What follows belongs to an exercise in optimizing a design on an open flow for small area, a short achievable clock period and few clock cycles; a production flow would make more cautious choices.
In this exercise RTL edits were held to simulation tests only and were not proved equivalent to the original.
No activity file was given, so power comes from the tool's default toggle rates.

==> 11-19 <==
==> flow/design.v (excerpt) <==
module milestone1 (
		input logic clock,
		input logic Resetn,
		input logic Enable,
		output	logic [17:0] SRAM_address,
		output 	logic [15:0] SRAM_write_data,
		output	logic SRAM_we_n,
		input		logic [15:0] SRAM_read_data,
		output   logic M1_end
);
localparam [1:0] S_IDLE = 2'd0, S_BLK = 2'd1, S_FRM = 2'd2, S_DONE = 2'd3;
logic [1:0] state;
logic [2:0] pos;         
logic [7:0] col;         
logic [15:0] m;          
logic [17:0] rgb_addr;
logic first;             
logic [7:0] up0, up1, up2, up3, up4, up5;
logic [7:0] vp0, vp1, vp2, vp3, vp4, vp5;
logic [7:0] st;
logic [7:0] ylo;         
logic [7:0] py;
logic [9:0] pu, pv;
logic lsel;              
logic fsel, fsel2;       
logic [7:0] b0reg;
logic [10:0] l_ha, l_hb, g_ha, g_hb;
logic l_lc, g_lc;
logic [9:0] f_ha, f_hb;
logic f_lc;
wire [7:0] in_hi = SRAM_read_data[15:8];
wire [7:0] in_lo = SRAM_read_data[7:0];
wire frm = (state == S_FRM);
wire tail = (col == 8'd160);
wire blk = (state == S_BLK);
wire [7:0] fa = fsel ? vp0 : up0;
wire [7:0] fb = fsel ? vp1 : up1;
wire [7:0] fc = fsel ? vp2 : up2;
wire [7:0] fd = fsel2 ? vp3 : up3;
wire [7:0] fe = fsel2 ? vp4 : up4;
wire [7:0] ff = fsel2 ? vp5 : up5;
wire [8:0] s1 = fa + ff;
wire [8:0] s2 = fb + fe;
wire [8:0] s3 = fc + fd;
wire ft_1;
wire ft_2;
assign ft_1 = s1[7] ^ s1[5];
assign ft_2 = s1[7] & s1[5];
wire ft_3;
wire ft_4;
assign ft_3 = s1[8] ^ s1[6];
assign ft_4 = s1[8] & s1[6];
wire ft_5;
wire ft_6;
assign ft_5 = s1[5] ^ s1[3];
assign ft_6 = s1[5] & s1[3];
wire ft_7;
wire ft_8;
assign ft_7 = s1[6] ^ s1[4] ^ s1[2];
assign ft_8 = (s1[6] & s1[4]) | (s1[6] & s1[2]) | (s1[4] & s1[2]);
wire ft_9;
wire ft_10;
assign ft_9 = ~s2[4] ^ s2[2] ^ ~s2[0];
assign ft_10 = (~s2[4] & s2[2]) | (~s2[4] & ~s2[0]) | (s2[2] & ~s2[0]);
wire ft_11;
wire ft_12;
assign ft_11 = s1[3] ^ ~s2[5] ^ s2[3];
assign ft_12 = (s1[3] & ~s2[5]) | (s1[3] & s2[3]) | (~s2[5] & s2[3]);
wire ft_13;
wire ft_14;
assign ft_13 = ~s2[1] ^ ~s3[7] ^ s3[2];
  ...
export LEC_CHECK = 0
export CAP_MARGIN = 20
export CORE_MARGIN = 2
export CORE_UTILIZATION = 55
export CTS_CLUSTER_DIAMETER = 120
export CTS_CLUSTER_SIZE = 22
export SLEW_MARGIN = 20
create_clock -name core_clock -period 20.0 [get_ports {clock}]
standard.sh (not shown) runs the stock make flow with config.mk's settings and CLKGATE_MAP_FILE= SYNTH_SCRIPT=/design/flow/synth_recipe.tcl, a recipe that flattens the netlist after the stock synthesis.
==> flow/flow/run.sh <==
#!/bin/bash
# Standard layout, with the port buffers made from buf_2 cells instead of the
# default delay-buffer cells, and timing repair aiming at a 14.9 ns setup margin.
export BUFFER_PORTS_ARGS="-buffer_cell sky130_fd_sc_hd__buf_2"
export SETUP_SLACK_MARGIN=14.9
bash standard.sh > standard.log 2>&1
==> 04-28: changes against 11-19 <==
--- a/flow/design.v
+++ b/flow/design.v
@@ -12,19 +12,18 @@
 );
 localparam [1:0] S_IDLE = 2'd0, S_BLK = 2'd1, S_FRM = 2'd2, S_DONE = 2'd3;
 logic [1:0] state;
 logic [2:0] pos;         
 logic [7:0] col;         
 logic [15:0] m;          
 logic [17:0] rgb_addr;
 logic first;             
-logic [7:0] up0, up1, up2, up3, up4, up5;
-logic [7:0] vp0, vp1, vp2, vp3, vp4, vp5;
-logic [7:0] st;
+logic [7:0] up0, up1, up2, up3, up4, up5, ust;
+logic [7:0] vp0, vp1, vp2, vp3, vp4, vp5, vst;
 logic [7:0] ylo;         
 logic [7:0] py;
 logic [9:0] pu, pv;
 logic lsel;              
 logic fsel, fsel2;       
 logic [7:0] b0reg;
 logic [10:0] l_ha, l_hb, g_ha, g_hb;
 logic l_lc, g_lc;
@@ -1202,58 +1201,56 @@
 	if (pos == 3'd0) pv <= fout;    
 	if (pos == 3'd1) pu <= fout;    
 	fsel <= (pos == 3'd3);
 	fsel2 <= frm && (pos == 3'd3);
 	if (pos == 3'd1) b0reg <= lc;
 	SRAM_write_data[15:8] <= (pos == 3'd0) ? lc : (pos == 3'd2) ? b0reg : gc;
 	SRAM_write_data[7:0] <= (pos == 3'd0) ? gc : lc;
 end
-logic u_sh, u_hi, u_lo, u_st, v_sh, v_hi, v_st, st_ld;
-logic nu_sh, nu_hi, nu_lo, nu_st, nv_sh, nv_hi, nv_st, nst_ld;
+logic u_sh, u_hi, u_st, u_ld, v_sh, v_hi, v_st, v_ld;
+logic nu_sh, nu_hi, nu_st, nv_sh, nv_hi, nv_st, nv_ld;
 always_comb begin
-	nu_sh = 1'b0; nu_hi = 1'b0; nu_lo = 1'b0; nu_st = 1'b0;
-	nv_sh = 1'b0; nv_hi = 1'b0; nv_st = 1'b0; nst_ld = 1'b0;
+	nu_sh = 1'b0; nu_hi = 1'b0; nu_st = 1'b0;
+	nv_sh = 1'b0; nv_hi = 1'b0; nv_st = 1'b0; nv_ld = 1'b0;
 	if (blk) begin
-		case (pos)
-			3'd0: nv_sh = 1'b1;                                                    
-			3'd1: begin nu_sh = 1'b1; nu_lo = 1'b1; nv_sh = 1'b1; nv_st = 1'b1; end    
-			default: begin nv_sh = 1'b1; nv_hi = 1'b1; nst_ld = 1'b1; end             
-		endcase
+		if (pos == 3'd0) begin nu_sh = 1'b1; nu_st = 1'b1; nv_sh = 1'b1; end           
+		else begin nu_sh = 1'b1; nu_hi = 1'b1; nv_sh = 1'b1; nv_st = 1'b1; end         
 	end else if (frm && tail) begin
 		case (pos)
 			3'd1: begin nu_sh = 1'b1; nu_hi = 1'b1; end
 			3'd2: nu_sh = 1'b1;
-			3'd3: begin nu_sh = 1'b1; nv_sh = 1'b1; nv_hi = 1'b1; nst_ld = 1'b1; end
+			3'd3: begin nu_sh = 1'b1; nv_sh = 1'b1; nv_hi = 1'b1; nv_ld = 1'b1; end
 			3'd4: begin nu_sh = 1'b1; nv_sh = 1'b1; end                                 
 			default: ;
 		endcase
 	end else if (frm) begin
-		if (col == 8'd0 && pos == 3'd0) begin nu_sh = 1'b1; nu_hi = 1'b1; nst_ld = 1'b1; nv_sh = 1'b1; nv_st = 1'b1; end
+		if (col == 8'd0 && pos == 3'd0) begin nv_sh = 1'b1; nv_hi = 1'b1; nv_ld = 1'b1; end
+		if (col == 8'd0 && pos == 3'd1) begin nv_sh = 1'b1; nv_st = 1'b1; end
 		if (pos == 3'd3) begin
 			nu_sh = 1'b1;
 			nv_sh = 1'b1;
 			if (col <= 8'd156) begin nu_hi = col[0]; nu_st = ~col[0]; end
-			if (col <= 8'd155) begin nv_hi = ~col[0]; nv_st = col[0]; end
-			nst_ld = (col <= 8'd155);
+			if (col <= 8'd155) begin nv_hi = ~col[0]; nv_st = col[0]; nv_ld = ~col[0]; end
 		end
 	end
 end
 always_ff @(posedge clock) begin
-	u_sh <= nu_sh; u_hi <= nu_hi; u_lo <= nu_lo; u_st <= nu_st;
-	v_sh <= nv_sh; v_hi <= nv_hi; v_st <= nv_st; st_ld <= nst_ld;
+	u_sh <= nu_sh; u_hi <= nu_hi; u_st <= nu_st; u_ld <= nu_hi;
+	v_sh <= nv_sh; v_hi <= nv_hi; v_st <= nv_st; v_ld <= nv_ld;
 	if (u_sh) begin
 		up0 <= up1; up1 <= up2; up2 <= up3; up3 <= up4; up4 <= up5;
-		up5 <= u_hi ? in_hi : u_lo ? in_lo : u_st ? st : up5;
+		up5 <= u_hi ? in_hi : u_st ? ust : up5;
 	end
+	if (u_ld) ust <= in_lo;
 	if (v_sh) begin
 		vp0 <= vp1; vp1 <= vp2; vp2 <= vp3; vp3 <= vp4; vp4 <= vp5;
-		vp5 <= v_hi ? in_hi : v_st ? st : vp5;
+		vp5 <= v_hi ? in_hi : v_st ? vst : vp5;
 	end
-	if (st_ld) st <= in_lo;
+	if (v_ld) vst <= in_lo;
 end
 wire [14:0] mh = m[15:1];
 logic c_v;
 logic [1:0] c_off;
 wire [17:0] c_addr = (c_v ? 18'd57600 : 18'd38400) + {3'd0, mh} + {16'd0, c_off};
 wire last = tail && (m == 16'd38400);
 logic [1:0] n_state;
 logic [2:0] n_pos;
@@ -1269,35 +1266,32 @@
 	a_wr = 1'b0;
 	a_y = 1'b0;
 	case (state)
 		S_IDLE: begin
 			n_pos = 3'd0;
 			if (Enable) n_state = S_FRM;    
 		end
 		S_BLK: begin
-			case (pos)
-				3'd0: begin c_v = 1'b1; c_off = 2'd1; end    
-				3'd1: c_off = 2'd1;                          
-				default: begin n_state = S_FRM; n_pos = 3'd0; a_y = 1'b1; end
-			endcase
+			if (pos == 3'd0) begin c_v = 1'b1; c_off = 2'd1; end    
+			else begin n_state = S_FRM; n_pos = 3'd0; a_y = 1'b1; end
 		end
 		S_FRM: begin
 			case (pos)
 				3'd0: begin n_wr = wr_ok; a_wr = 1'b1; end
 				3'd1: begin
 					c_v = tail | ~col[0];
 					c_off = tail ? 2'd0 : 2'd2;
 				end
 				3'd2: begin n_wr = wr_ok; a_wr = 1'b1; end
 				3'd3: begin n_wr = wr_ok; a_wr = 1'b1; end
 				3'd4: begin
 					n_pos = 3'd0;
 					if (last) n_state = S_DONE;
-					else if (tail) n_state = S_BLK;    
+					else if (tail) begin n_state = S_BLK; c_off = 2'd1; end    
 					else if (col != 8'd159) a_y = 1'b1;                         
 				end
 				default: ;
 			endcase
 		end
 		default: n_pos = 3'd0;
 	endcase
 end
CORE_UTILIZATION = 40   (was 55)
==> 01-27: changes against 11-19 <==
--- a/flow/design.v
+++ b/flow/design.v
@@ -20,17 +20,16 @@
 logic [7:0] up0, up1, up2, up3, up4, up5;
 logic [7:0] vp0, vp1, vp2, vp3, vp4, vp5;
 logic [7:0] st;
 logic [7:0] ylo;         
 logic [7:0] py;
 logic [9:0] pu, pv;
 logic lsel;              
 logic fsel, fsel2;       
-logic [7:0] b0reg;
 logic [10:0] l_ha, l_hb, g_ha, g_hb;
 logic l_lc, g_lc;
 logic [9:0] f_ha, f_hb;
 logic f_lc;
 wire [7:0] in_hi = SRAM_read_data[15:8];
 wire [7:0] in_lo = SRAM_read_data[7:0];
 wire frm = (state == S_FRM);
 wire tail = (col == 8'd160);
@@ -1198,18 +1197,17 @@
 	if (pos == 3'd3) begin
 		pu <= {2'b00, up3};
 		pv <= {2'b00, vp2};
 	end
 	if (pos == 3'd0) pv <= fout;    
 	if (pos == 3'd1) pu <= fout;    
 	fsel <= (pos == 3'd3);
 	fsel2 <= frm && (pos == 3'd3);
-	if (pos == 3'd1) b0reg <= lc;
-	SRAM_write_data[15:8] <= (pos == 3'd0) ? lc : (pos == 3'd2) ? b0reg : gc;
+	if (pos != 3'd2) SRAM_write_data[15:8] <= (pos == 3'd0 || pos == 3'd1) ? lc : gc;
 	SRAM_write_data[7:0] <= (pos == 3'd0) ? gc : lc;
 end
 logic u_sh, u_hi, u_lo, u_st, v_sh, v_hi, v_st, st_ld;
 logic nu_sh, nu_hi, nu_lo, nu_st, nv_sh, nv_hi, nv_st, nst_ld;
 always_comb begin
 	nu_sh = 1'b0; nu_hi = 1'b0; nu_lo = 1'b0; nu_st = 1'b0;
 	nv_sh = 1'b0; nv_hi = 1'b0; nv_st = 1'b0; nst_ld = 1'b0;
 	if (blk) begin
@@ -1304,17 +1302,17 @@
 always_ff @(posedge clock or negedge Resetn) begin
 	if (~Resetn) begin
 		state <= S_IDLE;
 		pos <= 3'd0;
 		M1_end <= 1'b0;
 	end else begin
 		state <= n_state;
 		pos <= n_pos;
-		if (frm && pos == 3'd4 && last) M1_end <= 1'b1;
+		M1_end <= (n_state == S_DONE);
 	end
 end
 always_ff @(posedge clock) SRAM_we_n <= ~n_wr;
 always_ff @(posedge clock) begin
 	if (state == S_IDLE) begin
 		m <= 16'd0;
 		col <= 8'd160;
 		first <= 1'b1;
==> flow/flow/run.sh (replaced) <==
#!/bin/bash
# Standard layout, with buf_2 port buffers, timing repair aiming at a 14.9 ns
# setup margin, and clock tree sinks clustered without a diameter limit.
export BUFFER_PORTS_ARGS="-buffer_cell sky130_fd_sc_hd__buf_2"
export SETUP_SLACK_MARGIN=14.9
export CTS_ARGS="-sink_clustering_enable -repair_clock_nets -sink_clustering_size 22 -sink_clustering_max_diameter 400 -clustering_unbalance_ratio 0.2"
bash standard.sh > standard.log 2>&1
CORE_UTILIZATION = 40   (was 55)
==> 02-24: changes against 11-19 <==
CORE_UTILIZATION = 40   (was 55)
==> comparison <==
Of 02-24 and 04-28, 04-28 has the higher sequential cell count (gap 6).
Clock-buffer cell count: 04-28 is higher than 11-19 (1).
Sequential power: 02-24 is smaller than 04-28 (4.3%).
In 01-27 the register-to-register slack is worse than in 04-28, by 0.04 ns.
Between 04-28 and 11-19, the lower non-clock buffer count is in 11-19 (gap 3).
In 01-27 the setup slack is worse than in 02-24, by 0.034 ns.
Between 01-27 and 11-19, the lower via count is in 01-27 (gap 2.2%, measured against 11-19).
In 01-27 the clock skew is higher than in 04-28, by 0.019 ns.
==> figures <==
Result of the run: 01-27 no timing/DRC/antenna violations; 04-28 no timing/DRC/antenna violations; 11-19 no timing/DRC/antenna violations; 02-24 no timing/DRC/antenna violations
Share of synthesized area spent on multiplexers: 01-27 3.65%; 04-28 3.75%; 11-19 3.81%; 02-24 3.81%
Non-CTS inverters: 01-27 371; 04-28 380; 11-19 373; 02-24 373
Worst reg2reg path startpoint: 01-27 fsel$_DFF_P_; 04-28 fsel2$_DFF_P_; 11-19 fsel$_DFF_P_; 02-24 fsel$_DFF_P_
Share of async-settable or async-resettable flops after synthesis: 01-27 2.01%; 04-28 1.92%; 11-19 1.96%; 02-24 1.96%
Post-DP HPWL: 01-27 37800 um; 04-28 41600 um; 11-19 39500 um; 02-24 39600 um
Well-Tap Cells: 01-27 680; 04-28 688; 11-19 511; 02-24 680
Die area: 01-27 53500 um^2; 04-28 55100 um^2; 11-19 39800 um^2; 02-24 54400 um^2
CP arrival: 01-27 1.08 ns; 04-28 1.09 ns; 11-19 1.07 ns; 02-24 1.04 ns
Area share of buffers outside the clock network: 01-27 1.66%; 04-28 1.75%; 11-19 1.87%; 02-24 1.68%
Critical path peak fanout: 01-27 1; 04-28 2; 11-19 2; 02-24 2
Number of global-route vias before repair: 01-27 14099; 04-28 14187; 11-19 14227; 02-24 14583
Min Hold Slack: 01-27 0.431 ns; 04-28 0.451 ns; 11-19 0.446 ns; 02-24 0.449 ns
Final Non-Filler Cells: 01-27 2676; 04-28 2714; 11-19 2547; 02-24 2711
Clock sinks: 01-27 298; 04-28 312; 11-19 306; 02-24 306
Max stage delay on crit path: 01-27 0.37 ns; 04-28 0.40 ns; 11-19 0.38 ns; 02-24 0.39 ns
Floorplan Core Area: 01-27 51200 um^2; 04-28 52600 um^2; 11-19 37700 um^2; 02-24 51600 um^2
Overall track demand over capacity in global routing: 01-27 18.4%; 04-28 18.8%; 11-19 25.8%; 02-24 18.7%
Testbench counts of 11-19, summed over its fixed seeds: cycles 775,708.
Testbench counts of 04-28, summed over its fixed seeds: cycles 774,748.
Testbench counts of 01-27, summed over its fixed seeds: cycles 775,708.
Testbench counts of 02-24, summed over its fixed seeds: cycles 775,708.

port drivers added, routing unchanged:
The flow's constraints put no driver on any port. The routed layouts listed below were extracted and timed again, unchanged, in two steps.
Step 1 sets driving cells, clkbuf_16 on the clock port and buf_2 on the other inputs (assumed; they add their load-dependent delay and slew).
Step 2 moves the port delays by t, midway between the first and last clock arrival at a register: inputs arrive t later, outputs are due t later. That takes back most of the time a late clock gives input paths.
Slacks: ideal ports / drivers / drivers and shift; pairs: ideal ports / drivers.
| run | shift t [ns] | setup WS [ns] | worst slew at a driven data input, ns | cell pins on the clock port's net |
|---|---|---|---|---|
| 11-19 | 0.583 | 14.933 / 14.879 / 14.843 | 0.09 | 1 |
| 04-28 | 0.605 | 14.913 / 14.851 / 15.092 | 0.09 | 1 |
| 01-27 | 0.603 | 14.923 / 14.862 / 14.676 | 0.03 | 1 |
| 02-24 | 0.572 | 14.958 / 14.901 / 14.897 | 0.04 | 1 |
After both steps every run listed still meets setup and hold. For 01-27, which loses most, drivers alone change the setup slack by -0.061 ns; drivers and shift together by -0.247 ns.
